Context: an optimization exercise on an open-source flow, tuned for small area. The choices shown serve that exercise and are no tape-out recipe. Where RTL was checked, it was by simulation tests only, not by an equivalence proof against the original. Only the layout flow was run in run 10; the RTL was not checked for function there. The clock input has no modelled driver; a real chip could not lean on it and would need a root buffer or a full tree. No activity file was given, so power comes from the tool's default toggle rates.

==> design/flow/design.v <==
module VGA(
    input wire clk,
	input wire rst,
	input wire [15:0] H_Sync,
	input wire [15:0] H_BP,
	input wire [15:0] H_Act,
	input wire [15:0] H_FP,
	input wire [15:0] V_Sync,
	input wire [15:0] V_BP,
	input wire [15:0] V_Act,
	input wire [15:0] V_FP,
	output reg  DE_out,
	output reg 	H_Sync_out,
	output reg 	V_Sync_out,
	output wire tc,
	output reg [12:0] Hor_cnt,
	output reg [11:0] Ver_cnt
);
	reg [12:0] hd;
	reg [1:0]  hnp;
	reg [11:0] vd;
	reg [1:0]  vnp;
	wire hev = (hd == 13'd1);
	wire vev = (vd == 12'd1);
	assign tc = hev & (hnp == 2'd0);
	wire H_DE = (hnp == 2'd3);
	wire V_DE = (vnp == 2'd3);
	wire hl0 = ~rst | (hev & (hnp == 2'd0));
	wire hl1 =  rst &  hev & (hnp == 2'd1);
	wire hl2 =  rst &  hev & (hnp == 2'd2);
	wire hl3 =  rst &  hev & (hnp == 2'd3);
	wire vt  = tc & vev;
	wire vl0 = ~rst | (vt & (vnp == 2'd0));
	wire vl1 =  rst &  vt & (vnp == 2'd1);
	wire vl2 =  rst &  vt & (vnp == 2'd2);
	wire vl3 =  rst &  vt & (vnp == 2'd3);
	wire [12:0] hdec = hd - 1'b1;
	wire [11:0] vdec = vd - tc;
	always @(posedge clk) begin
		hd <= ({13{rst}} & hdec)
		    | ({13{hl0}} & H_Sync[12:0]) | ({13{hl1}} & H_BP[12:0])
		    | ({13{hl2}} & H_Act[12:0])  | ({13{hl3}} & H_FP[12:0]);
		vd <= ({12{rst}} & vdec)
		    | ({12{vl0}} & V_Sync[11:0]) | ({12{vl1}} & V_BP[11:0])
		    | ({12{vl2}} & V_Act[11:0])  | ({12{vl3}} & V_FP[11:0]);
		if (rst == 1'b0 || tc)
			Hor_cnt <= 13'd0;
		else
			Hor_cnt <= Hor_cnt + 1'b1;
		if (rst == 1'b0 || (vt && vnp == 2'd0))
			Ver_cnt <= 12'd0;
		else
			Ver_cnt <= Ver_cnt + tc;
		if (rst == 1'b0) begin
			hnp        <= 2'd1;
			H_Sync_out <= 1'b0;
		end else if (hev) begin
			hnp        <= hnp + 1'b1;
			H_Sync_out <= (hnp == 2'd0);
		end
		if (rst == 1'b0) begin
			vnp        <= 2'd1;
			V_Sync_out <= 1'b0;
		end else if (vt) begin
			vnp        <= vnp + 1'b1;
			V_Sync_out <= (vnp == 2'd0);
		end
		if (rst == 1'b0)
			DE_out <= 1'b0;
		else if (!tc)
			DE_out <= H_DE & V_DE;
	end
endmodule
==> design/flow/flow/run.sh <==
#!/bin/bash
# Standard ORFS layout, with three changes that only reduce cell area:
#  - the combinational logic of the standard synthesis is re-mapped by ABC for area
#    (registers untouched); the smallest of a few ABC scripts is kept,
#  - ports are buffered with sky130_fd_sc_hd__buf_1,
#  - CTS uses small clock buffers, large sink clusters and no dummy loads.
set -euo pipefail
W=$PWD
F=$W/flow
R=$W/orfs/results/$FLOW_PLATFORM/VGA/base
LIBF=$FLOW_HOME/platforms/sky130hd/lib/sky130_fd_sc_hd__tt_025C_1v80.lib
DONTUSE=$(sed -n '/DONT_USE_CELLS +=/,/^#/p' $FLOW_HOME/platforms/sky130hd/config.mk | grep -o 'sky130_fd_sc_hd__[a-z0-9_]*' | tr '\n' ' ')
export BUFFER_PORTS_ARGS="-buffer_cell sky130_fd_sc_hd__buf_1"
export CTS_ARGS="${CTS_OVERRIDE:--sink_clustering_enable -repair_clock_nets -sink_clustering_size 64 -sink_clustering_max_diameter 300 -buf_list sky130_fd_sc_hd__clkbuf_8 -root_buf sky130_fd_sc_hd__clkbuf_8 -dont_use_dummy_load}"

bash standard.sh synth > $W/log_std_synth.txt 2>&1
cp $R/1_2_yosys.v $W/std_1_2_yosys.v
best=""; besta=""
for s in $F/area*.abc; do
  n=$(basename $s .abc)
  LIBF=$LIBF INV=$W/std_1_2_yosys.v OUTV=$W/reabc_$n.v ABCS=$s DONTUSE="$DONTUSE" \
    yosys -c $F/reabc.tcl > $W/log_reabc_$n.txt 2>&1 || continue
  a=$(grep 'Chip area' $W/log_reabc_$n.txt | tail -1 | awk '{print $NF}')
  if [[ -z "$best" ]] || awk "BEGIN{exit !($a < $besta)}"; then best=$n; besta=$a; fi
done
echo "re-mapped netlist: $best ($besta um2)" > $W/log_reabc_choice.txt
cp $W/reabc_$best.v $R/1_2_yosys.v
rm -f $R/1_synth.odb
bash standard.sh synth > $W/log_std_synth2.txt 2>&1
bash standard.sh finish > $W/log_std_finish.txt 2>&1
==> design/flow/flow/area1.abc <==
strash
dch -f
amap
==> design/flow/flow/area2.abc <==
strash
&get -n
&dch -f
&nf -R 1000
&put
==> design/flow/flow/area3.abc <==
strash
&get -n
&fraig -x
&put
scorr
dc2
strash
&get -n
&dch -f
&nf -a
&put
==> design/flow/flow/area4.abc <==
strash
dch -f
map -a
strash
dch -f
amap
==> design/flow/flow/reabc.tcl <==
# Re-map the combinational logic of the standard synthesis netlist for area.
# Registers and tie cells are kept as they are (same instances, names and cells).
yosys -import
set lib $::env(LIBF)
read_liberty -ignore_miss_func $lib
foreach m [list dfxtp_1 dfxtp_2 dfxtp_4 edfxtp_1 dfrtp_1 dfstp_2 conb_1] { catch { blackbox sky130_fd_sc_hd__$m } }
read_verilog $::env(INV)
hierarchy -top $::env(FLOW_TOP)
flatten
opt_clean
techmap
opt -fast
set dont [list]
foreach c $::env(DONTUSE) { lappend dont -dont_use $c }
abc -script $::env(ABCS) -liberty $lib {*}$dont
opt_clean -purge
yosys rename -hide w:*.*
opt_clean -purge
stat -liberty $lib
write_verilog -noattr -nohex -nodec $::env(OUTV)
==> design/flow/standard.sh <==
#!/bin/bash
# synth_recipe.tcl (not shown) runs the flow's synth.tcl, then flattens the netlist and writes it again
# the make line also repeats each setting of config.mk as NAME=value (left out here)
make -C /OpenROAD-flow-scripts/flow DESIGN_CONFIG=/design/flow/config.mk WORK_HOME=/design/flow/orfs CLKGATE_MAP_FILE= SYNTH_SCRIPT=/design/flow/synth_recipe.tcl "${@:-finish}"
==> design/flow/config.mk <==
export PLATFORM = sky130hd
export DESIGN_NAME = VGA
export DESIGN_NICKNAME = VGA
export VERILOG_FILES = /design/flow/design.v
export SDC_FILE = /design/flow/constraint.sdc
export NUM_CORES = 4
export LEC_CHECK = 0
export ABC_AREA = 1
export CAP_MARGIN = 20
export CORE_MARGIN = 2
export CORE_UTILIZATION = 40
export SLEW_MARGIN = 20
==> design/flow/constraint.sdc <==
create_clock -name core_clock -period 10.0 [get_ports {clk}]
set_input_delay 2.0000 -clock core_clock [delete_from_list [all_inputs] [get_ports {clk}]]
set_output_delay 2.0000 -clock core_clock [all_outputs]
set_load 0.01 [all_outputs]
==> notes.md, run 1 <==
CP Launch Type=input pin; Highest Signal Layer=met4; hold_buf cts=0; WL met2=3126 um; maxcap violations=0; share of cells above drive strength 1=3.376%; grt ovf=0; Worst Skew=0.02128 ns; number of slew-limit violations in the final report=0; crit path time final=4.422 ns; Root Buffer=clkbuf_8; gpl congestion=0.7465; clock latency (worst-skew pair)=0.33 ns; Synth Area per Inst=7.961 um2; endpoints failing setup=0; Worst Path Required=10.18 ns; R2R depth=16; cell area after synthesis=2611 um2; VDD IR max=0.07868 mV; Synth-to-Final Area Change=29.13%; endpoint type of the worst setup path=flip-flop; Arr. time, crit path=4.60 ns; Port Buffers=130; Hold Fails Final Rpt=0; Max clock buf depth=2; Boundary Pins=159; DRT met1 WL=3326 um; hold slack=0.4586 ns; routed wire length=7075 um; fin worst setup slack=5.578 ns; Core Footprint=6314 um2; initial antenna violation count=0; leading cell type in the layout, fill and taps excluded=buf_1; WHS Path Cells=2; worst slack at placement=5.234 ns; critical path peak fanout=30; Lkg Pwr=1.175 nW; Max Freq=226.1 MHz; DRC viols=0; vias in the first global route=2597; placed inst area=3248 um2; Hold Path Class=reg2reg; R2R Setup Slk=6.12 ns; Setup TNS=0 ns; htree depth=3; DP Wirelength=5285 um; DR WL/cell=12.84 um; # resized after CTS=0; Total Routing Usage GR=20.03%; first-pass GRT wire length=11810 um; Initial Util=41.36%; syn nets=458; crit share post-route=44.22%; Die ar.=7190 um2; Vias=2914; Synth warnings=1; post-CTS setup buffer count=0; number of inserted diodes=0; Setup CP Type=in2reg; Post-Syn Instances=328; CTS Sinks=57; most frequent cells in the layout=130 x buf_1, 58 x nor2_1, 57 x dfxtp_1, 30 x clkinv_1, 30 x nor3_1; row cnt=29; CTS clk-pin slew, worst paths=0.06 ns; total power=452.6 uW; vias per inst=5.289; unrepaired setup endpoints after global routing=no; Die X=84.80 um; Inst Count DP=542; Final nets=606; Layout Cells excl Fill=551; largest net degree at the start of global routing=31; post-layout util=53.41%; Rel. slew slack=52.51%; DR WL met3=563 um; worst slew pin tran=0.7080 ns; pwr dens=134.2 nW/um2; DRT Pass-1 Iters=5; Fill cells=645; post-route ant nets=0; TritonCTS clock tree=yes; cts bufs inserted=9; status=timing/DRC/antenna clean; initial drt markers=151; Design Area, Final=3372 um2; Die H=84.80 um
## worst max-delay path: stages
cell and delay, ns:
buf_1 0.39, clkinv_1 0.12, buf_4 0.26, nor2_1 0.55, clkinv_1 0.64, a221oi_1 0.48, o21ai_0 0.14
## per-layer routing
layer,track usage [%],vias up
met3,6.686,7
met1,26.41,1284
met4,4.329,0
met5,0,-
met2,32.07,100
li1,-,1523
## power by group
group	internal [mW]	leakage, nW	switching (mW)
clock network	0.0797	0.0647	0.0778
logic	0.0242	0.641	0.0241
registers	0.239	0.469	0.00802
total	0.343	1.18	0.110
## state kept, by name (all words and copies together) (netlist names)
signal      cells
hnp             2
H_Sync_out      1
V_Sync_out      1
DE_out          1
vnp             2
Ver_cnt        12
Hor_cnt        13
hd             13
vd             12
## area by class of cell
| cell class | count | area (um2) | area share (%) |
|---|---|---|---|
| Multi-Input combinational cell | 241 | 1358 | 40.26 |
| Sequential cell | 57 | 1141 | 33.84 |
| Timing Repair Buffer | 137 | 540.5 | 16.03 |
| Clock buffer | 9 | 123.9 | 3.673 |
| Inverter | 30 | 112.6 | 3.340 |
| Tap cell | 77 | 96.34 | 2.857 |
## final timing paths
kind	start	endpoint
worst max register to register	hd[6]	vd[11]
worst min-delay path	DE_out	DE_out
worst max-delay path	rst	vd[7]
worst min register to register	DE_out	DE_out
==> inputs of run 2 (changes only) <==
--- a/design/flow/flow/run.sh
+++ b/design/flow/flow/run.sh
@@ -3,7 +3,8 @@
 #  - the combinational logic of the standard synthesis is re-mapped by ABC for area
 #    (registers untouched); the smallest of a few ABC scripts is kept,
 #  - ports are buffered with sky130_fd_sc_hd__buf_1,
-#  - CTS uses small clock buffers, large sink clusters and no dummy loads.
+#  - the clock tree is one level: the clock port drives 4 clkbuf_8, one per quarter
+#    of the registers (flow/clock_groups.tcl, run after CTS).
 set -euo pipefail
 W=$PWD
 F=$W/flow
@@ -11,7 +12,9 @@
 LIBF=$FLOW_HOME/platforms/sky130hd/lib/sky130_fd_sc_hd__tt_025C_1v80.lib
 DONTUSE=$(sed -n '/DONT_USE_CELLS +=/,/^#/p' $FLOW_HOME/platforms/sky130hd/config.mk | grep -o 'sky130_fd_sc_hd__[a-z0-9_]*' | tr '\n' ' ')
 export BUFFER_PORTS_ARGS="-buffer_cell sky130_fd_sc_hd__buf_1"
-export CTS_ARGS="${CTS_OVERRIDE:--sink_clustering_enable -repair_clock_nets -sink_clustering_size 64 -sink_clustering_max_diameter 300 -buf_list sky130_fd_sc_hd__clkbuf_8 -root_buf sky130_fd_sc_hd__clkbuf_8 -dont_use_dummy_load}"
+export CTS_ARGS="-sink_clustering_enable -repair_clock_nets -buf_list sky130_fd_sc_hd__clkbuf_8 -root_buf sky130_fd_sc_hd__clkbuf_8 -dont_use_dummy_load"
+export POST_CTS_TCL=$F/clock_groups.tcl
+export FLOW_CLK=clk CLK_GROUPS=4 CLK_GROUP_BUF=sky130_fd_sc_hd__clkbuf_8
 
 bash standard.sh synth > $W/log_std_synth.txt 2>&1
 cp $R/1_2_yosys.v $W/std_1_2_yosys.v
==> design/flow/flow/clock_groups.tcl (new file) <==
# Rebuild the clock network as a single level: the clock port drives
# CLK_GROUPS buffers (CLK_GROUP_BUF), each placed at the centre of its group of
# flip-flops and driving that group's clock pins. Every register goes through
# exactly one buffer of the same type, so the tree stays balanced.
set block [ord::get_db_block]
set clkport [$block findBTerm $::env(FLOW_CLK)]
set clknet [$clkport getNet]

# collect the register clock pins and the clock buffers that CTS left
set sinks {}
set bufs {}
set todo [list $clknet]
while {[llength $todo]} {
  set n [lindex $todo 0]; set todo [lrange $todo 1 end]
  foreach it [$n getITerms] {
    set inst [$it getInst]
    set m [[$inst getMaster] getName]
    if {[$it isOutputSignal]} { continue }
    if {[string match "sky130_fd_sc_hd__clkbuf_*" $m] || [string match "sky130_fd_sc_hd__clkinv_*" $m]} {
      lappend bufs $inst
      lappend todo [[$inst findITerm X] getNet]
    } else {
      lappend sinks $it
    }
  }
}
foreach inst $bufs {
  set out [[$inst findITerm X] getNet]
  foreach it [$inst getITerms] { $it disconnect }
  odb::dbInst_destroy $inst
  if {$out != $clknet} { catch { odb::dbNet_destroy $out } }
}

# split the sinks into groups: halves by x, then each half by y, as often as needed
proc pin_xy {it} {
  set inst [$it getInst]
  set b [$inst getBBox]
  return [list [expr {([$b xMin] + [$b xMax]) / 2}] [expr {([$b yMin] + [$b yMax]) / 2}]]
}
proc split_groups {groups want} {
  set axis 0
  while {[llength $groups] < $want} {
    set next {}
    foreach g $groups {
      set sorted [lsort -integer -index $axis [lmap it $g { concat [pin_xy $it] [list $it] }]]
      set h [expr {[llength $sorted] / 2}]
      lappend next [lmap e [lrange $sorted 0 [expr {$h - 1}]] { lindex $e 2 }]
      lappend next [lmap e [lrange $sorted $h end] { lindex $e 2 }]
    }
    set groups $next
    set axis [expr {1 - $axis}]
  }
  return $groups
}
set groups [split_groups [list $sinks] $::env(CLK_GROUPS)]

set master [[ord::get_db] findMaster $::env(CLK_GROUP_BUF)]
set k 0
foreach g $groups {
  set net [odb::dbNet_create $block "clknet_grp_$k"]
  $net setSigType CLOCK
  set inst [odb::dbInst_create $block $master "clkbuf_grp_$k"]
  $inst setSourceType TIMING
  [$inst findITerm A] connect $clknet
  [$inst findITerm X] connect $net
  set sx 0; set sy 0
  foreach it $g {
    $it disconnect
    $it connect $net
    lassign [pin_xy $it] x y
    incr sx $x; incr sy $y
  }
  set n [llength $g]
  $inst setLocation [expr {$sx / $n}] [expr {$sy / $n}]
  $inst setPlacementStatus PLACED
  puts "clock group $k: [llength $g] sinks"
  incr k
}

detailed_placement
check_placement -verbose
estimate_parasitics -placement
set worst 0
foreach pin [get_pins -hierarchical */CLK] {
  set s [get_property $pin slew_max]; if {$s > $worst} {set worst $s}
}
puts "clock groups: worst register clock pin slew $worst"
--- a/design/flow/config.mk
+++ b/design/flow/config.mk
@@ -6,7 +6,7 @@
 export NUM_CORES = 4
 export LEC_CHECK = 0
 export ABC_AREA = 1
-export CAP_MARGIN = 20
+export CAP_MARGIN = 0
 export CORE_MARGIN = 2
 export CORE_UTILIZATION = 40
-export SLEW_MARGIN = 20
+export SLEW_MARGIN = 0
==> notes.md, run 2 <==
maxcap violations=0; Worst R2R Start=hd[6]; CP startpoint=rst; switching portion of total power=23.02%; initial antenna violation count=0; DRC viols=0; Synth-to-Final Area Change=26.50%; CTS clk-pin slew, worst paths=0.09 ns; Synth Area per Inst=7.961 um2; Regs by FF count=Hor_cnt x13, hd x13; CTS Sinks=57; Post-Syn Instances=328; Hold Path Class=reg2reg; CP max stage delay=0.63 ns; DP Wirelength=5285 um; CP bufs+invs=4; hold_sp=DE_out; share of cells above drive strength 1=2.345%; grt ovf=0; endpoints failing setup=0; crit path to=vd[7]; Crit-path slowest cell=clkinv_1; cell area after synthesis=2611 um2; Die H=84.80 um; Final nets=601; crit share post-route=45.45%; R2R Setup Slk=6.11 ns; CP cell instances=buf_1, clkinv_1, buf_4, nor2_1, clkinv_1, a221oi_1, o21ai_0; Total Routing Usage GR=19.71%; vias per inst=5.295; Worst Skew=0.007458 ns; first-pass GRT wire length=11720 um; Die ar.=7190 um2; Initial Util=41.36%; DR WL/cell=12.81 um; Lkg Pwr=1.139 nW; DRT Pass-1 Iters=5; register area=1141 um2; crit path time final=4.545 ns; area of the multi-input gates=1358 um2; most frequent cell on the critical path=clkinv_1; critical path depth=7; leading cell type in the layout, fill and taps excluded=buf_1; largest net degree at the start of global routing=31; Vias=2891; Port Buffers=130; vias in the first global route=2563; Setup TNS=0 ns; initial drt markers=144; Net Switching=89.52 uW; Rel. slew slack=52.96%; Max Freq=220.0 MHz; Core Footprint=6314 um2; routed wire length=6993 um; unrepaired setup endpoints after global routing=no; pwr dens=117.7 nW/um2; VDD IR max=0.08642 mV; Boundary Pins=159; Fill cells=651; reg2reg end=vd[11]; row cnt=29; Synth warnings=1; gpl congestion=0.7465; CP Launch Type=input pin; number of inserted diodes=0; power share of the clock group=24.3%; most frequent cells in the layout=130 x buf_1, 58 x nor2_1, 57 x dfxtp_1, 30 x clkinv_1, 30 x nor3_1; number of slew-limit violations in the final report=0; CP top delay family=buffers and inverters; Die X=84.80 um; Worst Path Required=10.03 ns; Reg power frac=63.3%; post-route ant nets=0; Gate power share=12.4%; Hold Fails Final Rpt=0; Setup CP Type=in2reg; clock latency (worst-skew pair)=0.15 ns; hold slack=0.4620 ns; endpoint type of the worst setup path=flip-flop; critical path peak fanout=30; Internal Power=299.3 uW; syn nets=458; worst slew pin tran=0.7002 ns; Arr. time, crit path=4.57 ns; R2R depth=16; status=timing/DRC/antenna clean
-- run 2: cell types whose count changed in the layout (fill, tap and decap cells not counted), sizes merged --
cell | previous run | this run
clkbuf | 9 | 4
-- run 2: worst reg2reg max path, cell delays in order, from the launching register on --
cell      delay (ns)
dfxtp_1         0.33
nor4_1          0.33
nand3_1         0.15
nor2_1          0.20
clkinv_1        0.18
nor3_1          0.34
clkinv_1        0.21
nor2_1          0.17
clkinv_1        0.10
nor2_1          0.16
nand2_1         0.16
nor2_1          0.18
or4b_1          0.47
nor4_1          0.47
nand2_1         0.09
o21ai_0         0.08
o221ai_1        0.11
-- run 2: final cells by class, without the clock buffers --
| class | instances | area share (%) |
|---|---|---|
| Inverter | 30 | 3.409 |
| Timing Repair Buffer | 137 | 16.36 |
| Multi-Input combinational cell | 241 | 41.10 |
| Sequential cell | 57 | 34.55 |
| Tap cell | 77 | 2.917 |
-- run 2: power groups by stage --
stage          Clock, mW  Combinational (mW)  Sequential [mW]
3_3_place_gp           0              0.0476            0.251
6_report          0.0945              0.0481            0.246
5_1_grt            0.109              0.0555            0.248
2_1_floorplan          0              0.0266            0.250
3_5_place_dp           0              0.0484            0.251
-- run 2: metrics by stage --
step                      utilization (%)  cells  area, um2  power, mW  worst slack (ns)
after floorplan                         -    328       2611     0.2767             6.191
after global placement              51.45    542       3248     0.2988             5.256
after detailed placement            51.45    542       3248     0.2998             5.234
after global routing                52.32    546       3303     0.4121             5.148
final                               52.32    546       3303     0.3888             5.455
-- run 2: per-layer routing --
metal  track usage (%)  share of wire [%]  vias up
met5                 0                  0        -
met4             4.329                  0        0
met3             5.211                8.0        0
met2             31.64                 45      107
met1             26.72                 47     1271
li1                  -                  -     1513
-- run 2: worst min-delay path by stage --
stage | cells after the start | endpoint | slack (ns)
2_1_floorplan | 1 | Hor_cnt[0] | 0.47
3_3_place_gp | 1 | Hor_cnt[0] | 0.45
3_5_place_dp | 2 | DE_out | 0.45
5_1_grt | 1 | Hor_cnt[0] | 0.51
6_report | 2 | DE_out | 0.46
==> inputs of run 3 (changes only) <==
--- a/design/flow/config.mk
+++ b/design/flow/config.mk
@@ -6,7 +6,8 @@
 export NUM_CORES = 4
 export LEC_CHECK = 0
 export ABC_AREA = 1
-export CAP_MARGIN = 0
+export CAP_MARGIN = 20
 export CORE_MARGIN = 2
 export CORE_UTILIZATION = 40
-export SLEW_MARGIN = 0
+export GPL_TIMING_DRIVEN = 0
+export SLEW_MARGIN = 20
==> notes.md, run 3 <==
most frequent cells in the layout=130 x buf_1, 58 x nor2_1, 57 x dfxtp_1, 30 x clkinv_1, 25 x nor3_1; clock latency (worst-skew pair)=0.15 ns; routed wire length=6907 um; Synth Area per Inst=7.961 um2; Die H=84.80 um; fin worst setup slack=4.782 ns; Setup TNS=0 ns; Die ar.=7190 um2; leading cell type in the layout, fill and taps excluded=buf_1; gpl congestion=0.7635; vias in the first global route=2596; Final nets=594; Worst Path Required=10.02 ns; Regs by FF count=Hor_cnt x13, hd x13; R2R depth=16; Total Routing Usage GR=19.59%; Boundary Pins=159; Lkg Pwr=1.109 nW; status=timing/DRC/antenna clean; Design Area, Final=3276 um2; cell area after synthesis=2611 um2; number of slew-limit violations in the final report=0; largest net degree at the start of global routing=31; placed inst area=3221 um2; grt ovf=0; Setup CP Type=in2reg; critical path peak fanout=30; crit share post-route=52.18%; worst slack at placement=4.505 ns; Fill cells=642; WHS Path Cells=1; Hold Path Class=reg2reg; DRC viols=0; Initial Util=41.36%; post-route ant nets=0; row cnt=29; initial drt markers=151; pwr dens=119.1 nW/um2; unrepaired setup endpoints after global routing=no; share of cells above drive strength 1=1.948%; Vias=2887; Die X=84.80 um; DR WL/cell=12.81 um; DP Wirelength=5187 um; Synth warnings=1; Core Footprint=6314 um2; Arr. time, crit path=5.24 ns; VDD IR max=0.09380 mV; Worst Skew=0.008882 ns; maxcap violations=0; DRT Pass-1 Iters=4; CP Launch Type=input pin; Hold Fails Final Rpt=0; number of inserted diodes=0; CTS Sinks=57; first-pass GRT wire length=11530 um; Post-Syn Instances=328; vias per inst=5.356; endpoint type of the worst setup path=flip-flop; Port Buffers=130; endpoints failing setup=0; worst slew pin tran=0.9219 ns; syn nets=458; Rel. slew slack=38.07%; hold slack=0.4659 ns; Synth-to-Final Area Change=25.44%; initial antenna violation count=0; CTS clk-pin slew, worst paths=0.10 ns; crit path time final=5.218 ns; Max Freq=191.6 MHz
run 3: cell count changes in the layout (fill, tap and decap cells not counted):
cell / previous run / this run
buf_4: 7 / 0
nor3_1: 30 / 25
nor3_2: 0 / 5
run 3: critical path: stages:
cell and delay, ns:
buf_1 0.37, clkinv_1 0.81, nor2_1 0.79, clkinv_1 0.64
a221oi_1 0.48, o21ai_0 0.14
run 3: layout make-up, without the clock buffers:
cell class | count | area, um2 | area share (%)
well taps | 77 | 96.34 | 2.941
repair buffers | 130 | 488.0 | 14.90
flip-flops and latches | 57 | 1141 | 34.84
multi-input cells | 241 | 1383 | 42.21
inverters | 30 | 112.6 | 3.438
run 3: per-layer routing:
metal / wire, um / global-route usage, % / up-vias / share of wire (%)
li1: - / - / 1498 / -
met3: 585 / 5.801 / 8 / 8.5
met2: 3012 / 31.28 / 108 / 44
met5: 0 / 0 / - / 0
met1: 3206 / 26.42 / 1273 / 46
met4: 102 / 4.185 / 0 / 1.5
run 3: stage by stage:
stage	power [mW]	util (%)	instances
6_report	0.3903	51.88	539
2_1_floorplan	0.2767	-	328
3_5_place_dp	0.2996	51.01	535
5_1_grt	0.4116	51.88	539
3_3_place_gp	0.2984	50.61	535
run 3: final timing paths:
| check | from | to | slack (ns) |
|---|---|---|---|
| worst min-delay path | Hor_cnt[0] | Hor_cnt[0] | 0.47 |
| worst min register to register | Hor_cnt[0] | Hor_cnt[0] | 0.47 |
| worst max-delay path | rst | vd[7] | 4.78 |
| worst max register to register | hd[6] | vd[11] | 5.53 |
run 3: where the power goes:
part	switching, mW	leakage [nW]	internal (mW)
registers	0.00794	0.469	0.238
logic	0.0239	0.612	0.0239
clock network	0.0593	0.0288	0.0370
total	0.0911	1.11	0.299
==> inputs of run 4 (changes only) <==
--- a/design/flow/config.mk
+++ b/design/flow/config.mk
@@ -9,5 +9,4 @@
 export CAP_MARGIN = 20
 export CORE_MARGIN = 2
 export CORE_UTILIZATION = 40
-export GPL_TIMING_DRIVEN = 0
 export SLEW_MARGIN = 20
==> notes.md, run 4 <==
share of cells above drive strength 1=2.345%; power share of the clock group=24.3%; Final nets=601; syn nets=458; Hold Path Sink=DE_out; Post-Syn Instances=328; number of inserted diodes=0; DRT Pass-1 Iters=5; Core Footprint=6314 um2; Setup TNS=0 ns; Max Freq=220.0 MHz; CTS clk-pin slew, worst paths=0.09 ns; vias in the first global route=2563; reg2reg end=vd[11]; grt ovf=0; crit path time final=4.545 ns; Gate power share=12.4%; Internal Power=299.3 uW; endpoint type of the worst setup path=flip-flop; VDD IR max=0.08642 mV; Worst Skew=0.007458 ns; Synth Area per Inst=7.961 um2; hold_sp=DE_out; Rel. slew slack=52.96%; DRC viols=0; Vias=2891; largest net degree at the start of global routing=31; Port Buffers=130; initial antenna violation count=0; gpl congestion=0.7465; cell area after synthesis=2611 um2; Worst Path Required=10.03 ns; first-pass GRT wire length=11720 um; unrepaired setup endpoints after global routing=no; Boundary Pins=159; Lkg Pwr=1.139 nW; area of the multi-input gates=1358 um2; WHS Path Cells=2; Hold Fails Final Rpt=0; Die X=84.80 um; register area=1141 um2; CP startpoint=rst; Reg power frac=63.3%; Arr. time, crit path=4.57 ns; CP Launch Type=input pin; Synth warnings=1; Synth-to-Final Area Change=26.50%; worst slew pin tran=0.7002 ns; initial drt markers=144; crit share post-route=45.45%; critical path peak fanout=30; vias per inst=5.295; Net Switching=89.52 uW; Regs by FF count=Hor_cnt x13, hd x13; R2R depth=16; Die H=84.80 um; total power=388.8 uW; DR WL/cell=12.81 um; leading cell type in the layout, fill and taps excluded=buf_1; Total Routing Usage GR=19.71%; Die ar.=7190 um2; pwr dens=117.7 nW/um2; post-route ant nets=0; maxcap violations=0; most frequent cells in the layout=130 x buf_1, 58 x nor2_1, 57 x dfxtp_1, 30 x clkinv_1, 30 x nor3_1; CTS Sinks=57; Initial Util=41.36%; routed wire length=6993 um; DP Wirelength=5285 um; row cnt=29; status=timing/DRC/antenna clean; Fill cells=651; switching portion of total power=23.02%; endpoints failing setup=0; Hold Path Class=reg2reg; R2R Setup Slk=6.11 ns; Worst R2R Start=hd[6]; number of slew-limit violations in the final report=0; clock latency (worst-skew pair)=0.15 ns; Setup CP Type=in2reg
[run 4: metal layers]
metal / vias up / track usage, % / wire [um] / share of wire (%)
met3: 0 / 5.211 / 560 / 8.0
met1: 1271 / 26.72 / 3311 / 47
li1: 1513 / - / - / -
met2: 107 / 31.64 / 3121 / 45
met4: 0 / 4.329 / 0 / 0
met5: - / 0 / 0 / 0
[run 4: power groups by stage]
| stage | sequential, mW | clock, mW | combinational [mW] |
|---|---|---|---|
| after floorplan | 0.250 | 0 | 0.0266 |
| after global placement | 0.251 | 0 | 0.0476 |
| after detailed placement | 0.251 | 0 | 0.0484 |
| after global routing | 0.248 | 0.109 | 0.0555 |
| final | 0.246 | 0.0945 | 0.0481 |
[run 4: worst max path at each step]
stage          endpoint  slack [ns]  cells after the start
5_1_grt           vd[7]        5.15                      7
2_1_floorplan     hd[7]        6.19                      6
3_3_place_gp      vd[7]        5.26                      7
3_5_place_dp      vd[7]        5.23                      7
6_report          vd[7]        5.46                      7
[run 4: final cells by class, without the clock buffers]
class | count | area share (%)
repair buffers | 137 | 16.36
well taps | 77 | 2.917
inverters | 30 | 3.409
flip-flops and latches | 57 | 34.55
multi-input cells | 241 | 41.10
[run 4: through the flow]
stage                     util [%]  area [um2]  hold slack [ns]  instances  worst slack, ns
after floorplan                  -        2611           0.4696        328            6.191
after global placement       51.45        3248           0.4455        542            5.256
after detailed placement     51.45        3248           0.4529        542            5.234
after global routing         52.32        3303           0.5096        546            5.148
final                        52.32        3303           0.4620        546            5.455
[run 4: worst max-delay path, stage by stage]
cell and delay (ns):
buf_1 0.39, clkinv_1 0.12, buf_4 0.25, nor2_1 0.55, clkinv_1 0.63, a221oi_1 0.48
o21ai_0 0.14
==> inputs of run 5 (changes only) <==
--- a/design/flow/config.mk
+++ b/design/flow/config.mk
@@ -8,5 +8,7 @@
 export ABC_AREA = 1
 export CAP_MARGIN = 20
 export CORE_MARGIN = 2
-export CORE_UTILIZATION = 40
+export CORE_UTILIZATION = 70
+export GPL_TIMING_DRIVEN = 0
+export PLACE_DENSITY = 0.8
 export SLEW_MARGIN = 20
==> notes.md, run 5 <==
status=timing/DRC/antenna clean; cell area after synthesis=2611 um2; Die ar.=4235 um2; total power=394.3 uW; Post-Syn Instances=328; number of inserted diodes=0; largest net degree at the start of global routing=31; VDD IR max=0.09378 mV; first-pass GRT wire length=12710 um; Fill cells=174; Layout Cells excl Fill=510; vias per inst=6.367; CP max stage delay=0.81 ns; Arr. time, crit path=5.35 ns; number of slew-limit violations in the final report=0; unrepaired setup endpoints after global routing=no; post-route ant nets=0; Port Buffers=130; vias in the first global route=3021; WHS Path Cells=2; routed wire length=8366 um; Synth warnings=1; Synth-to-Final Area Change=24.05%; endpoint type of the worst setup path=flip-flop; Total Routing Usage GR=38.46%; crit share post-route=53.29%; CP Launch Type=input pin; Vias=3247; crit path time final=5.329 ns; Lkg Pwr=1.109 nW; Synth Area per Inst=7.961 um2; Design Area, Final=3239 um2; CP top delay family=buffers and inverters; Boundary Pins=159; row cnt=22; initial drt markers=353; worst slew pin tran=0.9090 ns; Setup CP Type=in2reg; most frequent cells in the layout=130 x buf_1, 58 x nor2_1, 57 x dfxtp_1, 30 x clkinv_1, 25 x nor3_1; pwr dens=121.7 nW/um2; critical path peak fanout=30; gpl congestion=0.8600; DRT met1 WL=2965 um; endpoints failing setup=0; Highest Signal Layer=met4; grt ovf=0; Crit-path slowest cell=clkinv_1; hold slack=0.4796 ns; Hold Fails Final Rpt=0; CP cell instances=buf_1, clkinv_1, nor2_1, clkinv_1, a221oi_1, o21ai_0; CTS clk-pin slew, worst paths=0.09 ns; placed inst area=3174 um2; DR WL met3=882 um; Worst Path Required=10.02 ns; share of cells above drive strength 1=1.948%; Worst Skew=0.005501 ns; fin worst setup slack=4.671 ns; CTS Sinks=57; critical path depth=6; leading cell type in the layout, fill and taps excluded=buf_1; Regs by FF count=Hor_cnt x13, hd x13; CP bufs+invs=3; DR WL/cell=16.40 um; syn nets=458; DP Wirelength=5665 um; Max Freq=187.6 MHz; worst slack at placement=4.703 ns; R2R depth=16; DRC viols=0; initial antenna violation count=0; DRT Pass-1 Iters=5; most frequent cell on the critical path=clkinv_1; Die H=65.08 um; maxcap violations=0; Die X=65.08 um; Rel. slew slack=38.94%; post-layout util=89.15%; Setup TNS=0 ns; WL met2=4158 um; Inst Count DP=506; Core Footprint=3633 um2; Final nets=594; Initial Util=71.87%; clock latency (worst-skew pair)=0.15 ns; Hold Path Class=reg2reg
## run 5: cell type report, without the clock buffers
cell class | instances | area (um2) | area share (%)
Multi-Input combinational cell | 241 | 1383 | 42.68
Sequential cell | 57 | 1141 | 35.23
Tap cell | 48 | 60.06 | 1.854
Timing Repair Buffer | 130 | 488.0 | 15.06
Inverter | 30 | 112.6 | 3.476
## run 5: worst min-delay path, cell delays in order, from the launching register on
cell and delay (ns):
dfxtp_1 0.32, nand2_1 0.06, o22ai_1 0.06
## run 5: metal layers
layer / GRT usage, % / up-vias
met5: 0 / -
met4: 24.48 / 0
met3: 9.375 / 42
met2: 69.85 / 247
met1: 39.05 / 1464
li1: - / 1494
## run 5: report_power, final
part           internal (mW)  switching (mW)
combinational         0.0240          0.0282
clock                 0.0369          0.0580
sequential             0.238         0.00894
total                  0.299          0.0951
## run 5: final timing paths
| check | start | to | slack (ns) |
|---|---|---|---|
| max | rst | vd[5] | 4.67 |
| min | DE_out | DE_out | 0.48 |
| max reg2reg | hd[6] | vd[11] | 5.48 |
| min reg2reg | DE_out | DE_out | 0.48 |
==> inputs of run 6 (changes only) <==
--- a/design/flow/flow/run.sh
+++ b/design/flow/flow/run.sh
@@ -3,7 +3,7 @@
 #  - the combinational logic of the standard synthesis is re-mapped by ABC for area
 #    (registers untouched); the smallest of a few ABC scripts is kept,
 #  - ports are buffered with sky130_fd_sc_hd__buf_1,
-#  - the clock tree is one level: the clock port drives 4 clkbuf_8, one per quarter
+#  - the clock tree is one level: the clock port drives 4 buf_6, one per quarter
 #    of the registers (flow/clock_groups.tcl, run after CTS).
 set -euo pipefail
 W=$PWD
@@ -14,7 +14,7 @@
 export BUFFER_PORTS_ARGS="-buffer_cell sky130_fd_sc_hd__buf_1"
 export CTS_ARGS="-sink_clustering_enable -repair_clock_nets -buf_list sky130_fd_sc_hd__clkbuf_8 -root_buf sky130_fd_sc_hd__clkbuf_8 -dont_use_dummy_load"
 export POST_CTS_TCL=$F/clock_groups.tcl
-export FLOW_CLK=clk CLK_GROUPS=4 CLK_GROUP_BUF=sky130_fd_sc_hd__clkbuf_8
+export FLOW_CLK=clk CLK_GROUPS=4 CLK_GROUP_BUF=sky130_fd_sc_hd__buf_6
 
 bash standard.sh synth > $W/log_std_synth.txt 2>&1
 cp $R/1_2_yosys.v $W/std_1_2_yosys.v
==> design/flow/flow/area5.abc (new file) <==
strash
ifraig
dch -f
map -a
strash
dch -f
amap
==> design/flow/flow/area6.abc (new file) <==
strash
dc2
dch -f
amap
==> design/flow/flow/area7.abc (new file) <==
strash
dch -f
map -a
strash
dch -f
map -a
strash
dch -f
amap
--- a/design/flow/config.mk
+++ b/design/flow/config.mk
@@ -8,7 +8,6 @@
 export ABC_AREA = 1
 export CAP_MARGIN = 20
 export CORE_MARGIN = 2
-export CORE_UTILIZATION = 70
+export CORE_UTILIZATION = 40
 export GPL_TIMING_DRIVEN = 0
-export PLACE_DENSITY = 0.8
 export SLEW_MARGIN = 20
==> notes.md, run 6 <==
switching portion of total power=23.74%; Setup CP Type=in2reg; post-route ant nets=0; reg2reg end=vd[11]; syn nets=458; crit share post-route=52.41%; hold slack=0.4672 ns; leading cell type in the layout, fill and taps excluded=buf_1; Worst R2R Start=hd[6]; DP Wirelength=5187 um; Regs by FF count=Hor_cnt x13, hd x13; Setup TNS=0 ns; worst slew pin tran=0.9348 ns; Synth-to-Final Area Change=25.06%; Die X=84.80 um; Net Switching=91.69 uW; DR WL/cell=12.82 um; Total Routing Usage GR=19.65%; Internal Power=294.5 uW; VDD IR max=0.09072 mV; critical path peak fanout=30; post-layout util=51.72%; most frequent cells in the layout=130 x buf_1, 58 x nor2_1, 57 x dfxtp_1, 30 x clkinv_1, 25 x nor3_1; pwr dens=118.3 nW/um2; Hold Fails Final Rpt=0; endpoint type of the worst setup path=flip-flop; CP startpoint=rst; CTS Sinks=57; CP Launch Type=input pin; Reg power frac=63.8%; R2R depth=16; CTS clk-pin slew, worst paths=0.10 ns; Synth Area per Inst=7.961 um2; Gate power share=12.4%; Vias=2883; initial drt markers=150; routed wire length=6912 um; DRT Pass-1 Iters=4; Crit-path slowest cell=clkinv_1; gpl congestion=0.7635; Post-Syn Instances=328; grt ovf=0; CP cell instances=buf_1, clkinv_1, nor2_1, clkinv_1, a221oi_1, o21ai_0; Die ar.=7190 um2; most frequent cell on the critical path=clkinv_1; crit path time final=5.241 ns; Initial Util=41.36%; Arr. time, crit path=5.24 ns; unrepaired setup endpoints after global routing=no; Worst Path Required=10.00 ns; Die H=84.80 um; number of inserted diodes=0; Port Buffers=130; share of cells above drive strength 1=1.948%; maxcap violations=0; crit path to=vd[7]; row cnt=29; initial antenna violation count=0; Boundary Pins=159; number of slew-limit violations in the final report=0; status=timing/DRC/antenna clean; Hold Path Class=reg2reg; Lkg Pwr=1.105 nW; power share of the clock group=23.9%; DRC viols=0; cell area after synthesis=2611 um2; endpoints failing setup=0; vias in the first global route=2597; Final nets=594; CP max stage delay=0.81 ns; Rel. slew slack=37.20%; Core Footprint=6314 um2; Worst Skew=0.008813 ns; clock latency (worst-skew pair)=0.13 ns; largest net degree at the start of global routing=31; Max Freq=190.8 MHz; first-pass GRT wire length=11540 um; vias per inst=5.349; R2R Setup Slk=5.51 ns; Synth warnings=1
run 6: cell count changes in the layout (fill, tap and decap cells not counted):
cell and delta:
buf_6 +4, clkbuf_8 -4
run 6: worst min-delay path by stage:
stage,from,slack [ns],to,depth (start not counted)
global route,DE_out,0.50,DE_out,2
floorplan,Hor_cnt[0],0.47,Hor_cnt[0],1
detailed placement,Hor_cnt[0],0.45,Hor_cnt[0],1
finish,DE_out,0.47,DE_out,2
global placement,Hor_cnt[0],0.45,Hor_cnt[0],1
run 6: critical path, delay by kind of cell:
kind | cells | cell delay [ns]
AOI/OAI and AO/OA | 2 | 0.62
buffers and inverters | 3 | 1.82
and+or+nand+nor | 1 | 0.79
run 6: per-stage QoR:
step	total power [mW]	cell area [um2]	instances	setup slack, ns
final	0.3862	3266	539	4.759
after global routing	0.4068	3266	539	4.407
after detailed placement	0.2996	3221	535	4.505
after global placement	0.2984	3196	535	4.446
after floorplan	0.2767	2611	328	6.191
run 6: area by class of cell, without the clock buffers:
type,instances,area [um2]
fillers,642,3048
multi-input cells,241,1383
flip-flops and latches,57,1141
well taps,77,96.34
repair buffers,130,488.0
inverters,30,112.6
run 6: power by group through the flow:
stage	combinational (mW)	sequential (mW)	clock, mW
after floorplan	0.0266	0.250	0
after global placement	0.0472	0.251	0
after detailed placement	0.0481	0.251	0
after global routing	0.0553	0.248	0.104
final	0.0478	0.246	0.0921
run 6: layer usage:
metal	global-route usage [%]	vias up	wire [um]
li1	-	1499	-
met1	26.42	1267	3207
met2	31.28	107	3019
met3	5.801	10	575
met4	4.618	0	110
met5	0	-	0
==> inputs of run 7 (changes only) <==
==> design/flow/flow/area10.abc (new file) <==
strash
dch -f
amap -F 50 -A 50 -m
==> design/flow/flow/area8.abc (new file) <==
strash
dch -f
amap -F 50 -A 50
==> design/flow/flow/area9.abc (new file) <==
strash
dc2
dch -f
amap -F 50 -A 50
==> notes.md, run 7 <==
status=timing/DRC/antenna clean; Port Buffers=130; post-layout util=51.96%; Post-Syn Instances=316; cell area after synthesis=2572 um2; Synth-to-Final Area Change=26.80%; Total Routing Usage GR=18.54%; endpoint type of the worst setup path=flip-flop; Worst Skew=0.01466 ns; gpl congestion=0.7382; grt ovf=0; share of cells above drive strength 1=3.084%; Hold Fails Final Rpt=0; vias in the first global route=2526; Synth Area per Inst=8.141 um2; WHS Path Cells=1; Synth warnings=1; Worst R2R Start=hd[5]; initial drt markers=141; Design Area, Final=3262 um2; DR WL met3=463 um; DRT Pass-1 Iters=5; Initial Util=40.98%; crit share post-route=51.58%; Vias=2817; Boundary Pins=159; hold_sp=Hor_cnt[0]; post-route ant nets=0; WL met2=3249 um; number of slew-limit violations in the final report=0; vias per inst=5.305; R2R depth=12; crit path time final=5.158 ns; maxcap violations=0; CP Launch Type=input pin; Worst Path Required=10.01 ns; pwr dens=117.7 nW/um2; largest net degree at the start of global routing=27; Hold Path Sink=Hor_cnt[0]; initial antenna violation count=0; reg2reg end=vd[11]; Hold Path Class=reg2reg; first-pass GRT wire length=10980 um; Rel. slew slack=43.27%; Die ar.=7089 um2; leading cell type in the layout, fill and taps excluded=buf_1; Max Freq=193.9 MHz; Setup CP Type=in2reg; critical path peak fanout=26; most frequent cells in the layout=130 x buf_1, 57 x dfxtp_1, 45 x nor2_1, 36 x clkinv_1, 27 x o21ai_0; Highest Signal Layer=met4; DP Wirelength=5285 um; row cnt=29; CP startpoint=rst; DRC viols=0; Setup TNS=0 ns; Arr. time, crit path=5.16 ns; placed inst area=3217 um2; endpoints failing setup=0; Die X=84.20 um; clock latency (worst-skew pair)=0.13 ns; unrepaired setup endpoints after global routing=no; DR WL/cell=12.88 um; Regs by FF count=Hor_cnt x13, hd x13; worst slew pin tran=0.8463 ns; Die H=84.20 um; CTS clk-pin slew, worst paths=0.11 ns; total power=383.9 uW; number of inserted diodes=0; Final nets=586; routed wire length=6837 um; syn nets=446; VDD IR max=0.1030 mV; Core Footprint=6277 um2; CTS Sinks=57; Lkg Pwr=1.114 nW; R2R Setup Slk=6.05 ns; DRT met1 WL=3076 um
-- run 7: layer usage --
| metal | vias to the layer above | global-route usage [%] |
|---|---|---|
| met2 | 74 | 31.89 |
| met4 | 0 | 3.079 |
| li1 | 1472 | - |
| met3 | 3 | 4.425 |
| met1 | 1268 | 24.09 |
| met5 | - | 0 |
-- run 7: critical path, cell delays in order --
cell and delay, ns:
buf_1 0.52, clkinv_1 0.81, nor2_1 0.45, clkinv_1 0.59, a222oi_1 0.60, o221ai_1 0.18
-- run 7: worst max-delay path by stage --
stage          endpoint  slack (ns)  depth (start not counted)
2_1_floorplan     vd[7]        6.08                          5
3_3_place_gp      vd[7]        4.20                          6
3_5_place_dp     hd[11]        4.66                          6
5_1_grt          hd[11]        4.46                          6
6_report          vd[0]        4.84                          6
-- run 7: power by group --
part / switching, mW / internal, mW
logic: 0.0244 / 0.0236
clock network: 0.0579 / 0.0322
registers: 0.00736 / 0.238
total: 0.0897 / 0.294
-- run 7: through the flow --
stage	cells	setup slack, ns	hold WS, ns
global route	531	4.459	0.5077
floorplan	316	6.085	0.4842
finish	531	4.842	0.4877
global placement	523	4.197	0.4656
detailed placement	527	4.655	0.4674
-- run 7: final cells by class, without the clock buffers --
cell class                      instances  area (um2)
Fill cell                             671        3015
Inverter                               36       135.1
Multi-Input combinational cell        223        1329
Sequential cell                        57        1141
Tap cell                               77       96.34
Timing Repair Buffer                  134       515.5
==> inputs of run 8 (changes only) <==
--- a/design/flow/config.mk
+++ b/design/flow/config.mk
@@ -6,8 +6,8 @@
 export NUM_CORES = 4
 export LEC_CHECK = 0
 export ABC_AREA = 1
-export CAP_MARGIN = 20
+export CAP_MARGIN = 0
 export CORE_MARGIN = 2
 export CORE_UTILIZATION = 40
 export GPL_TIMING_DRIVEN = 0
-export SLEW_MARGIN = 20
+export SLEW_MARGIN = 0
==> notes.md, run 8 <==
status=timing/DRC/antenna clean; DP Wirelength=5218 um; Max Freq=195.2 MHz; leading cell type in the layout, fill and taps excluded=buf_1; Synth warnings=1; Crit-path slowest cell=clkinv_1; Synth Area per Inst=8.141 um2; Rel. slew slack=39.83%; grt ovf=0; Lkg Pwr=1.103 nW; first-pass GRT wire length=10920 um; Regs by FF count=Hor_cnt x13, hd x13; area of the multi-input gates=1329 um2; Setup CP Type=in2reg; register area=1141 um2; VDD IR max=0.1071 mV; number of slew-limit violations in the final report=0; Total Routing Usage GR=18.70%; total power=382.6 uW; CP bufs+invs=3; CP top delay family=buffers and inverters; Initial Util=40.98%; maxcap violations=0; CP Launch Type=input pin; CTS clk-pin slew, worst paths=0.10 ns; Inst Count DP=525; worst slew pin tran=0.8977 ns; Die X=84.20 um; DR WL/cell=12.81 um; Worst Skew=0.01195 ns; Hold Fails Final Rpt=0; Final nets=584; gpl congestion=0.7382; routed wire length=6777 um; endpoint type of the worst setup path=flip-flop; Core Footprint=6277 um2; Fill cells=658; largest net degree at the start of global routing=27; most frequent cell on the critical path=clkinv_1; syn nets=446; initial antenna violation count=0; number of inserted diodes=0; row cnt=29; post-route ant nets=0; crit path time final=5.123 ns; Hold Path Class=reg2reg; share of cells above drive strength 1=2.655%; most frequent cells in the layout=130 x buf_1, 57 x dfxtp_1, 45 x nor2_1, 36 x clkinv_1, 27 x o21ai_0; clock latency (worst-skew pair)=0.13 ns; Vias=2809; cell area after synthesis=2572 um2; vias in the first global route=2487; Die H=84.20 um; Design Area, Final=3249 um2; endpoints failing setup=0; critical path peak fanout=26; CP cell instances=buf_1, clkinv_1, nor2_1, clkinv_1, a222oi_1, o221ai_1; Die ar.=7089 um2; CP max stage delay=0.82 ns; Synth-to-Final Area Change=26.31%; CTS Sinks=57; hold slack=0.4888 ns; Arr. time, crit path=5.13 ns; unrepaired setup endpoints after global routing=no; DRC viols=0; Worst Path Required=10.00 ns; Layout Cells excl Fill=529; placed inst area=3199 um2; Port Buffers=130; initial drt markers=172; Setup TNS=0 ns; vias per inst=5.310; DRT Pass-1 Iters=5; pwr dens=117.8 nW/um2; Boundary Pins=159; Post-Syn Instances=316; crit share post-route=51.23%
==> run 8: final timing paths <==
path | slack [ns] | startpoint | depth (start not counted) | to
worst max-delay path | 4.88 | rst | 6 | vd[0]
worst min-delay path | 0.49 | Hor_cnt[0] | 1 | Hor_cnt[0]
worst max register to register | 6.15 | hd[5] | 12 | vd[11]
worst min register to register | 0.49 | Hor_cnt[0] | 1 | Hor_cnt[0]
==> run 8: area by class of cell, without the clock buffers <==
type                       count  area share (%)
timing repair buffer         132           15.48
multi-input combinational    223           40.89
tap                           77           2.965
sequential                    57           35.12
inverter                      36           4.159
==> run 8: per-stage QoR <==
stage	worst slack [ns]	utilization, %
after floorplan	6.085	-
after global placement	4.197	50.29
after detailed placement	4.631	50.97
after global routing	4.456	51.76
final	4.878	51.76
==> run 8: power breakdown <==
part	internal, mW	switching (mW)	leakage [nW]
clock	0.0322	0.0567	0.0242
combinational	0.0236	0.0243	0.610
sequential	0.238	0.00744	0.469
==> run 8: per-layer routing <==
layer  share of wire (%)  up-vias  global-route usage (%)
met4                 1.1        0                   5.718
met3                 5.3        5                   3.343
met1                  46     1272                   23.40
li1                    -     1469                       -
met2                  48       63                   32.76
met5                   0        -                       0
==> inputs of run 9 (changes only) <==
--- a/design/flow/config.mk
+++ b/design/flow/config.mk
@@ -8,6 +8,7 @@
 export ABC_AREA = 1
 export CAP_MARGIN = 0
 export CORE_MARGIN = 2
-export CORE_UTILIZATION = 40
+export CORE_UTILIZATION = 70
 export GPL_TIMING_DRIVEN = 0
+export PLACE_DENSITY = 0.85
 export SLEW_MARGIN = 0
==> notes.md, run 9 <==
Total Routing Usage GR=38.36%; Regs by FF count=Hor_cnt x13, hd x13; Post-Syn Instances=316; worst slew pin tran=1.347 ns; Synth-to-Final Area Change=24.81%; CTS clk-pin slew, worst paths=0.10 ns; Lkg Pwr=1.109 nW; post-route ant nets=0; Max Freq=193.1 MHz; DP Wirelength=5540 um; unrepaired setup endpoints after global routing=no; initial antenna violation count=0; Setup CP Type=in2reg; crit path time final=5.178 ns; Port Buffers=130; Boundary Pins=159; CTS Sinks=57; cell area after synthesis=2572 um2; Worst Skew=0.01642 ns; critical path peak fanout=26; Die ar.=4176 um2; Synth Area per Inst=8.141 um2; vias in the first global route=2760; gpl congestion=0.7949; row cnt=22; VDD IR max=0.1363 mV; Setup TNS=0 ns; Hold Fails Final Rpt=0; Arr. time, crit path=5.17 ns; R2R Setup Slk=5.88 ns; Hold Path Class=reg2reg; grt ovf=0; maxcap violations=0; routed wire length=8121 um; Initial Util=71.34%; Inst Count DP=498; initial drt markers=338; Core Footprint=3606 um2; share of cells above drive strength 1=2.423%; leading cell type in the layout, fill and taps excluded=buf_1; Die X=64.62 um; number of inserted diodes=0; Rel. slew slack=9.525%; CP Launch Type=input pin; pwr dens=120.5 nW/um2; largest net degree at the start of global routing=27; Die H=64.62 um; number of slew-limit violations in the final report=0; endpoints failing setup=0; Fill cells=191; DRT Pass-1 Iters=7; Final nets=586; Worst Path Required=10.00 ns; vias per inst=6.225; Layout Cells excl Fill=502; DR WL/cell=16.18 um; clock latency (worst-skew pair)=0.13 ns; Vias=3125; Synth warnings=1; syn nets=446; most frequent cells in the layout=130 x buf_1, 57 x dfxtp_1, 45 x nor2_1, 36 x clkinv_1, 27 x o21ai_0; crit share post-route=51.78%; endpoint type of the worst setup path=flip-flop; first-pass GRT wire length=12510 um; DRC viols=0; status=timing/DRC/antenna clean
==> run 9: path summary, 6_finish.rpt <==
check,from,to,cells after the start
worst max register to register,hd[6],vd[5],12
worst min register to register,Ver_cnt[8],Ver_cnt[8],2
worst min-delay path,Ver_cnt[8],Ver_cnt[8],2
worst max-delay path,rst,hd[9],6
==> run 9: layout make-up, without the clock buffers <==
class	count	area (um2)	area share, %
inverter	36	135.1	4.209
multi-input combinational	223	1314	40.92
sequential	57	1141	35.54
tap	48	60.06	1.871
timing repair buffer	134	515.5	16.06
==> run 9: layer usage <==
layer  vias up  part of all wire (%)  track usage [%]
met5         -                     0                0
met4         0                   2.5            13.56
met3        27                   7.8            7.986
met2       198                    51            69.53
met1      1438                    38            44.62
li1       1462                     -                -
==> run 9: worst max-delay path, cell delays in order <==
cell,delay (ns)
buf_1,0.55
clkinv_1,0.83
nor2_1,0.49
clkinv_1,0.62
a221oi_1,0.52
o21ai_0,0.16
==> run 9: through the flow <==
step	util, %	worst slack [ns]	hold WS, ns	total power [mW]	cell area (um2)
5_1_grt	89.04	4.502	0.5358	0.3993	3211
3_5_place_dp	87.65	4.834	0.4725	0.2997	3161
3_3_place_gp	86.54	4.390	0.4619	0.2964	3120
6_report	89.04	4.822	0.5035	0.3870	3211
2_1_floorplan	-	6.085	0.4842	0.2757	2572
==> run 9: power by group <==
part	internal, mW	switching [mW]	total, mW
clock	0.0322	0.0573	0.0895
sequential	0.238	0.00840	0.247
combinational	0.0236	0.0271	0.0507
==> inputs of run 10 (changes only) <==
--- a/design/flow/design.v
+++ b/design/flow/design.v
@@ -20,8 +20,29 @@
 	reg [1:0]  hnp;
 	reg [11:0] vd;
 	reg [1:0]  vnp;
-	wire hev = (hd == 13'd1);
-	wire vev = (vd == 12'd1);
+	wire [13:0] hz;
+	wire [12:0] vz;
+	wire [13:0] hc;
+	wire [12:0] vc;
+	assign hz[0] = 1'b1;
+	assign vz[0] = tc;
+	assign hc[0] = 1'b1;
+	assign vc[0] = tc;
+	genvar i;
+	generate
+		for (i = 0; i < 13; i = i + 1) begin : hchain
+			assign hz[i+1] = hz[i] & ~hd[i];
+			assign hc[i+1] = hc[i] & Hor_cnt[i];
+		end
+		for (i = 0; i < 12; i = i + 1) begin : vchain
+			assign vz[i+1] = vz[i] & ~vd[i];
+			assign vc[i+1] = vc[i] & Ver_cnt[i];
+		end
+	endgenerate
+	wire hup0 = ~|hd[12:1];
+	wire vup0 = ~|vd[11:1];
+	wire hev = hd[0] & hup0;
+	wire vev = vd[0] & vup0;
 	assign tc = hev & (hnp == 2'd0);
 	wire H_DE = (hnp == 2'd3);
 	wire V_DE = (vnp == 2'd3);
@@ -34,8 +55,10 @@
 	wire vl1 =  rst &  vt & (vnp == 2'd1);
 	wire vl2 =  rst &  vt & (vnp == 2'd2);
 	wire vl3 =  rst &  vt & (vnp == 2'd3);
-	wire [12:0] hdec = hd - 1'b1;
-	wire [11:0] vdec = vd - tc;
+	wire [12:0] hdec = hd ^ hz[12:0];
+	wire [11:0] vdec = vd ^ vz[11:0];
+	wire [12:0] hinc = Hor_cnt ^ hc[12:0];
+	wire [11:0] vinc = Ver_cnt ^ vc[11:0];
 	always @(posedge clk) begin
 		hd <= ({13{rst}} & hdec)
 		    | ({13{hl0}} & H_Sync[12:0]) | ({13{hl1}} & H_BP[12:0])
@@ -46,11 +69,11 @@
 		if (rst == 1'b0 || tc)
 			Hor_cnt <= 13'd0;
 		else
-			Hor_cnt <= Hor_cnt + 1'b1;
+			Hor_cnt <= hinc;
 		if (rst == 1'b0 || (vt && vnp == 2'd0))
 			Ver_cnt <= 12'd0;
 		else
-			Ver_cnt <= Ver_cnt + tc;
+			Ver_cnt <= vinc;
 		if (rst == 1'b0) begin
 			hnp        <= 2'd1;
 			H_Sync_out <= 1'b0;
--- a/design/flow/config.mk
+++ b/design/flow/config.mk
@@ -8,7 +8,6 @@
 export ABC_AREA = 1
 export CAP_MARGIN = 0
 export CORE_MARGIN = 2
-export CORE_UTILIZATION = 70
+export CORE_UTILIZATION = 40
 export GPL_TIMING_DRIVEN = 0
-export PLACE_DENSITY = 0.85
 export SLEW_MARGIN = 0
==> notes.md, run 10 <==
CP Launch Type=input pin; most frequent cells in the layout=130 x buf_1, 57 x dfxtp_1, 51 x nor2_1, 39 x clkinv_1, 39 x nand2_1; Synth Area per Inst=7.917 um2; maxcap violations=0; Arr. time, crit path=4.98 ns; pwr dens=118.3 nW/um2; syn nets=454; cell area after synthesis=2565 um2; endpoints failing setup=0; Rel. slew slack=36.99%; Regs by FF count=Hor_cnt x13, hd x13; CTS Sinks=57; Setup CP Type=in2reg; crit path time final=4.975 ns; Post-Syn Instances=324; vias in the first global route=2548; total power=381.8 uW; worst slew pin tran=0.9400 ns; CP startpoint=rst; number of slew-limit violations in the final report=0; vias per inst=5.271; Worst Path Required=10.00 ns; grt ovf=0; DP Wirelength=5087 um; Max Freq=201.0 MHz; DRC viols=0; number of inserted diodes=0; largest net degree at the start of global routing=28; initial drt markers=203; R2R depth=26; fin worst setup slack=5.025 ns; Worst R2R Start=hd[3]; initial antenna violation count=0; Synth warnings=1; reg2reg end=vd[11]; leading cell type in the layout, fill and taps excluded=buf_1; Die X=84.08 um; unrepaired setup endpoints after global routing=no; hold slack=0.4569 ns; worst slack at placement=4.704 ns; DR WL/cell=12.82 um; Setup TNS=0 ns; Initial Util=40.86%; Port Buffers=130; Hold Fails Final Rpt=0; row cnt=29; Total Routing Usage GR=19.24%; Die H=84.08 um; R2R Setup Slk=5.46 ns; gpl congestion=0.7866; Vias=2825; Hold Path Class=reg2reg; Boundary Pins=159; endpoint type of the worst setup path=flip-flop; critical path peak fanout=27; Core Footprint=6277 um2; DRT Pass-1 Iters=8; Die ar.=7069 um2; Lkg Pwr=1.090 nW; share of cells above drive strength 1=2.179%; routed wire length=6869 um; crit share post-route=49.75%; Worst Skew=0.01277 ns; clock latency (worst-skew pair)=0.13 ns; post-route ant nets=0; status=timing/DRC/antenna clean; Final nets=591; CTS clk-pin slew, worst paths=0.10 ns; crit path to=hd[7]; Synth-to-Final Area Change=25.80%; first-pass GRT wire length=11200 um; VDD IR max=0.08138 mV; post-layout util=51.41%
==> run 10: changes by cell type in the layout (fill, tap and decap cells not counted), sizes merged, moves of 4 or more <==
| cell | change |
|---|---|
| o21ai | -13 |
| o211ai | +18 |
| a221oi | -12 |
| nor4 | -5 |
| nand2 | +14 |
| a222oi | +13 |
| o21a | -4 |
| nor2 | +6 |
| a22o | -13 |
==> run 10: metrics by stage <==
| stage | cell area [um2] | instances |
|---|---|---|
| 6_report | 3227 | 536 |
| 5_1_grt | 3227 | 536 |
| 3_5_place_dp | 3164 | 531 |
| 3_3_place_gp | 3149 | 531 |
| 2_1_floorplan | 2565 | 324 |
==> run 10: critical path, cell delays in order <==
cell      delay [ns]
buf_1           0.39
clkinv_1        0.78
nor2_1          0.51
clkinv_1        0.62
a222oi_1        0.53
o211ai_1        0.14
==> run 10: final cells by class, without the clock buffers <==
| cell class | count | area (um2) |
|---|---|---|
| Multi-Input combinational cell | 228 | 1303 |
| Inverter | 39 | 146.4 |
| Tap cell | 77 | 96.34 |
| Fill cell | 660 | 3050 |
| Timing Repair Buffer | 131 | 495.5 |
| Sequential cell | 57 | 1141 |
==> run 10: where the power goes <==
group / switching [mW] / internal, mW
sequential: 0.00777 / 0.238
clock: 0.0580 / 0.0322
combinational: 0.0226 / 0.0229
total: 0.0883 / 0.294
==> run 10: how the worst min path moves through the flow <==
stage,start,endpoint,slack (ns),cells past startpoint
floorplan,Hor_cnt[12],Hor_cnt[12],0.47,1
global placement,Ver_cnt[11],Ver_cnt[11],0.45,1
detailed placement,Ver_cnt[11],Ver_cnt[11],0.44,1
global route,Ver_cnt[11],Ver_cnt[11],0.48,1
finish,Ver_cnt[11],Ver_cnt[11],0.46,1
==> run 10: per-layer routing <==
metal	wire length, um	up-vias	share of wire (%)	track usage [%]
met1	3162	1256	46	24.82
met5	0	-	0	0
met4	141	0	2.1	7.038
met3	453	9	6.6	3.561
li1	-	1475	-	-
met2	3112	85	45	31.96

port drivers added, routing unchanged:
No port has a modelled driver above. Below, the same layouts with a new extraction and two added sets of constraints. Step 1 sets driving cells, clkbuf_16 on the clock port and buf_2 on the other inputs (assumed; they add their load-dependent delay and slew). Step 2, shift: input delay + t, output delay - t, t = (earliest + latest rising clock arrival at the registers) / 2. This alone moves slack from input paths to output paths. a / b / c = ideal ports / drivers / drivers and shift; a / b = the first two.
| run | shift t [ns] | slack for setup (ns) | worst setup path after step 2 | pins driven straight from the clock port |
|---|---|---|---|---|
| run 1 | 0.347 | 5.578 / 5.580 / 5.234 | input to register | 1 |
| run 2 | 0.206 | 5.455 / 5.487 / 5.281 | input to register | 4 |
| run 3 | 0.207 | 4.782 / 4.812 / 4.605 | input to register | 4 |
| run 4 | 0.206 | 5.455 / 5.487 / 5.281 | input to register | 4 |
| run 5 | 0.208 | 4.671 / 4.706 / 4.498 | input to register | 4 |
| run 6 | 0.189 | 4.759 / 4.792 / 4.604 | input to register | 4 |
| run 7 | 0.188 | 4.842 / 4.878 / 4.690 | input to register | 4 |
| run 8 | 0.186 | 4.878 / 4.908 / 4.721 | input to register | 4 |
| run 9 | 0.189 | 4.822 / 4.860 / 4.671 | input to register | 4 |
| run 10 | 0.184 | 5.025 / 5.063 / 4.878 | input to register | 4 |
After both steps every run listed still meets setup and hold. The setup slack of run 1, which loses most, moves by +0.002 ns with the drivers and by -0.344 ns with both steps.
